Background: an optimization exercise with open tools, aiming at small area and a short achievable clock period. Do not read the settings as production practice.
The RTL was checked by simulation tests, not by an equivalence proof against the original design.
Power and IR drop assume default switching activity.

==> flow/design.v <==
module alu_top (
  input clk,
  input [2:0] op_code,
  input [31:0] a,
  input [31:0] b,
  output reg [31:0] y
);
  wire [31:0] alu_y;
  ALU alu_inst (
    .Op_code(op_code),
    .A(a),
    .B(b),
    .Y(alu_y)
  );
  always @(posedge clk)
    y <= alu_y;
endmodule

module ALU ( 
  input [2:0] Op_code,
  input [31:0] A, B,
  output reg [31:0] Y
);
always @(Op_code or A or B)
begin
case(Op_code) 
0 : Y <= A; 
1 : Y <= A+B; 
2 : Y <= A-B; 
3 : Y <= A&B; 
4 : Y <= A|B; 
5 : Y <= A+1; 
6 : Y <= A-1; 
7 : Y <=B; 
endcase 
end 
endmodule 
==> flow/run.sh <==
#!/bin/bash
# synth_recipe.tcl (not shown) runs the flow's synth.tcl, then flattens the netlist and writes it again
# the make line also repeats each setting of config.mk as NAME=value (left out here)
make -C /OpenROAD-flow-scripts/flow DESIGN_CONFIG=/design/flow/config.mk WORK_HOME=/design/flow/orfs CLKGATE_MAP_FILE= SYNTH_SCRIPT=/design/flow/synth_recipe.tcl finish
==> flow/config.mk <==
export PLATFORM = sky130hd
export DESIGN_NAME = alu_top
export DESIGN_NICKNAME = alu_top
export VERILOG_FILES = /design/flow/design.v
export SDC_FILE = /design/flow/constraint.sdc
export NUM_CORES = 4
export LEC_CHECK = 0
export CAP_MARGIN = 20
export CORE_MARGIN = 2
export CORE_UTILIZATION = 40
export SLEW_MARGIN = 20
==> flow/constraint.sdc <==
create_clock -name core_clock -period 6.0 [get_ports {clk}]
set_input_delay 1.2000 -clock core_clock [delete_from_list [all_inputs] [get_ports {clk}]]
set_output_delay 1.2000 -clock core_clock [all_outputs]
set_load 0.01 [all_outputs]
==> flow_summary.toml <==
[outcome]
outcome = "complete, no violations"

[critical_path]
crit_chain = "clkdlybuf4s50_1, nor4_2, nand2_1, or3_1, or3_1, or3_1, o21ai_0, a221oi_1, ha_1, and2_4, a21o_1, a31o_1, a221o_1, a211oi_2, xnor2_1, a222oi_1, inv_1"
critPathSlowestCell = "clkdlybuf4s50_1"
endpoint_kind = "flop"
path_max_fanout = 6
slowest_delay_ns = 0.49
cp_common_cell = "or3_1"
crit_required_ns = 6.19
critPathKind = "input port to flop"
cp.arrival_ns = 5.73
startpoint_type = "input port"

[route]
routed_via_density = 5.90
drt_pass1_iterations = 6
route.detailed.drc = 0
wl_per_cell_um = 17.6
ant_nets = 0
drtIter0Drc = 425
totalWireLength_um = 14500
vias = 4868

[yosys]
ys_types = 54
syn-cell-area_mm2 = 0.00411
synth.most_common_cell = "nand2_1"
synth-edff-count = 0
yosys.area.top_type = "dfxtp_1"
ys_seq_elements = 32
yosysWarnings = 2
yosys-top-cells-area = "dfxtp_1 16%, ha_1 11%, nand2_1 7.9%"
post_synth.cell_area_avg_um2 = 6.79
syn_nets = 710
synth_seq_area_share_pct = 15.6
synth_top_area_share_pct = 15.6
synthArstFlopShare_pct = 0
synthFlopType = "dfxtp_1"
postSynthCellCount = 605
ys_top_cells_by_count = "86 x nand2_1, 50 x nor2_1, 50 x o21ai_0, 44 x a21oi_1, 38 x clkbuf_1"

[cts]
cts-resized-gates = 0
cts_buffers = 5
cts_tree = "done"
worst_setup_hold_path_clk_slew_ns = 0.09
hold_buffers = 0
cts_root_buffer = "clkbuf_8"
cts.sinks = 32
h-tree-depth = 2
postCtsSetupBuffers = 0
clock_path_buffers = 2

[global_route]
grt_overflow = 0
met3_usage_pct = 3.71
antenna_found_initial = 0
grt_pass1_wl_um = 23000
grt_pass1_vias = 4505
track_usage_pct = 25.6
use_met2_pct = 40.4
use_met1_pct = 37.3
grt_max_degree = 36
grt.busiest_layer = "met2"

[sta]
finalCriticalPeriod_ns = 5.54
hold_ws_ns = 1.55
hold_violations = 0
slew_viol_final = 0
setup_viol = 0
period_share_pct = 92.4
rsz0062_at_grt = "no"
max_freq_mhz = 180
tightest_slew_ns = 1.04
slew_headroom_pct = 30.1
setup_tns_ns = 0
setup_ws_ns = 0.458

[floorplanning]
initial_core_util_pct = 40.5
die_x_um = 105
rows = 37
coreArea_mm2 = 0.0101
die_h_um = 105
dieArea_mm2 = 0.0111
ios = 100

[cells_and_area]
area_growth_pct = 30.5
layout-drive-gt1-share_pct = 4.79
largest_register_ffs = 32
nFillCells = 1038
n_antenna_cell = 0
top_regs = "y x32"
largest-register = "y"
finalNetCount = 793

[place]
pre_cts_ws_ns = 0.197
dpl.hpwl_um = 11000
gp_congestion = 0.927
io_buffer_count = 99

[pwr]
power_density_mw_per_mm2 = 207
vdd_drop_max_mv = 0.105
p_leak_nw = 2.22

[run]
max-cap-violations = 0

[hold_path]
hold_path_class = "input port to flop"
==> cells in the final DEF, fill, tap and decap left out, types with 10 or more instances in the layout <==
master | netlist | layout
inv_1 | 36 | 36
dfxtp_1 | 32 | 32
nand2_1 | 86 | 86
or3_1 | 13 | 13
a221oi_1 | 26 | 26
clkdlybuf4s50_1 | 0 | 99
nand3_1 | 20 | 20
nor3_1 | 17 | 17
nand4_1 | 10 | 10
buf_4 | 0 | 17
a21oi_1 | 44 | 44
ha_1 | 36 | 36
o21ai_0 | 50 | 50
nor2_1 | 50 | 50
a21o_1 | 15 | 15
a222oi_1 | 19 | 19
xnor2_1 | 21 | 21
==> power breakdown <==
| part | total [W] | switching (W) | internal (W) |
|---|---|---|---|
| Clock | 0.000223 | 0.0000999 | 0.000124 |
| Combinational | 0.000614 | 0.000321 | 0.000293 |
| Sequential | 0.000274 | 0.0000134 | 0.000260 |
| Total | 0.00111 | 0.000434 | 0.000677 |
==> stage by stage <==
stage          total power, W  cells  area [µm²]  utilization, %
4_1_cts               0.00111    825        5360            52.9
3_5_place_dp         0.000885    817        5260            51.8
6_report              0.00111    825        5360            52.9
5_1_grt               0.00118    825        5360            52.9
2_1_floorplan        0.000635    605        4110               -
3_3_place_gp         0.000881    817        5260            51.8
==> layer usage <==
layer  part of all wire, %  up-vias
met1                    48     2242
met2                    43      207
met3                   7.6        8
met5                     0        -
met4                  0.54        0
li1                      -     2411
==> kinds of logic (layout without fill, tap and decap cells) <==
family / count (synthesis) / in the layout / synth area share (%)
buffers and inverters: 76 / 160 / 7.15
adder cells (fa/ha/maj): 37 / 37 / 11.4
AO/OA/AOI/OAI: 212 / 212 / 35.0
XOR/XNOR: 27 / 27 / 5.75
AND/OR/NAND/NOR: 220 / 220 / 24.8
flip-flops: 32 / 32 / 15.6
multiplexers: 1 / 1 / 0.244
==> path summary, 6_finish.rpt <==
check	slack, ns	startpoint	to	depth (start not counted)
setup / recovery	0.46	b[8]	y[19]	17
hold / removal	1.55	a[0]	y[0]	3
==> critical path: cells and delay by family <==
family | cells | cell delay, ns
buffers and inverters | 2 | 0.56
AO/OA/AOI/OAI | 7 | 1.65
AND/OR/NAND/NOR | 6 | 1.78
XOR/XNOR | 1 | 0.13
adder cells (fa/ha/maj) | 1 | 0.39
==> final cells by class <==
cell class	instances	area [µm²]	area share, %
Timing Repair Buffer	116	1120	20.9
Inverter	36	135	2.52
Clock inverter	2	35.0	0.653
Tap cell	136	170	3.17
Clock buffer	6	72.6	1.35
Multi-Input combinational cell	497	3190	59.5
Sequential cell	32	641	11.9

-- static timing again, ports no longer ideal --
How much do the figures lean on ideal ports? The routed layout below was timed once more, with nothing changed but the port constraints. Step 1, drivers: a clkbuf_16 drives clk and a buf_2 each remaining input, both assumed. Step 2, shift: input delay + t, output delay - t, t = (earliest + latest rising clock arrival at the registers) / 2. This alone moves slack from input paths to output paths. a / b / c = ideal ports / drivers / drivers and shift; a / b = the first two.
shift t [ns]: 0.333
setup WS [ns]: 0.458 / 0.469 / 0.136
worst hold slack (ns): 1.545 / 1.537 / 1.870
pins driven straight from the clock port: 1
After both steps this run still meets setup and hold. The setup slack of this run moves by +0.011 ns with the drivers and by -0.322 ns with both steps.
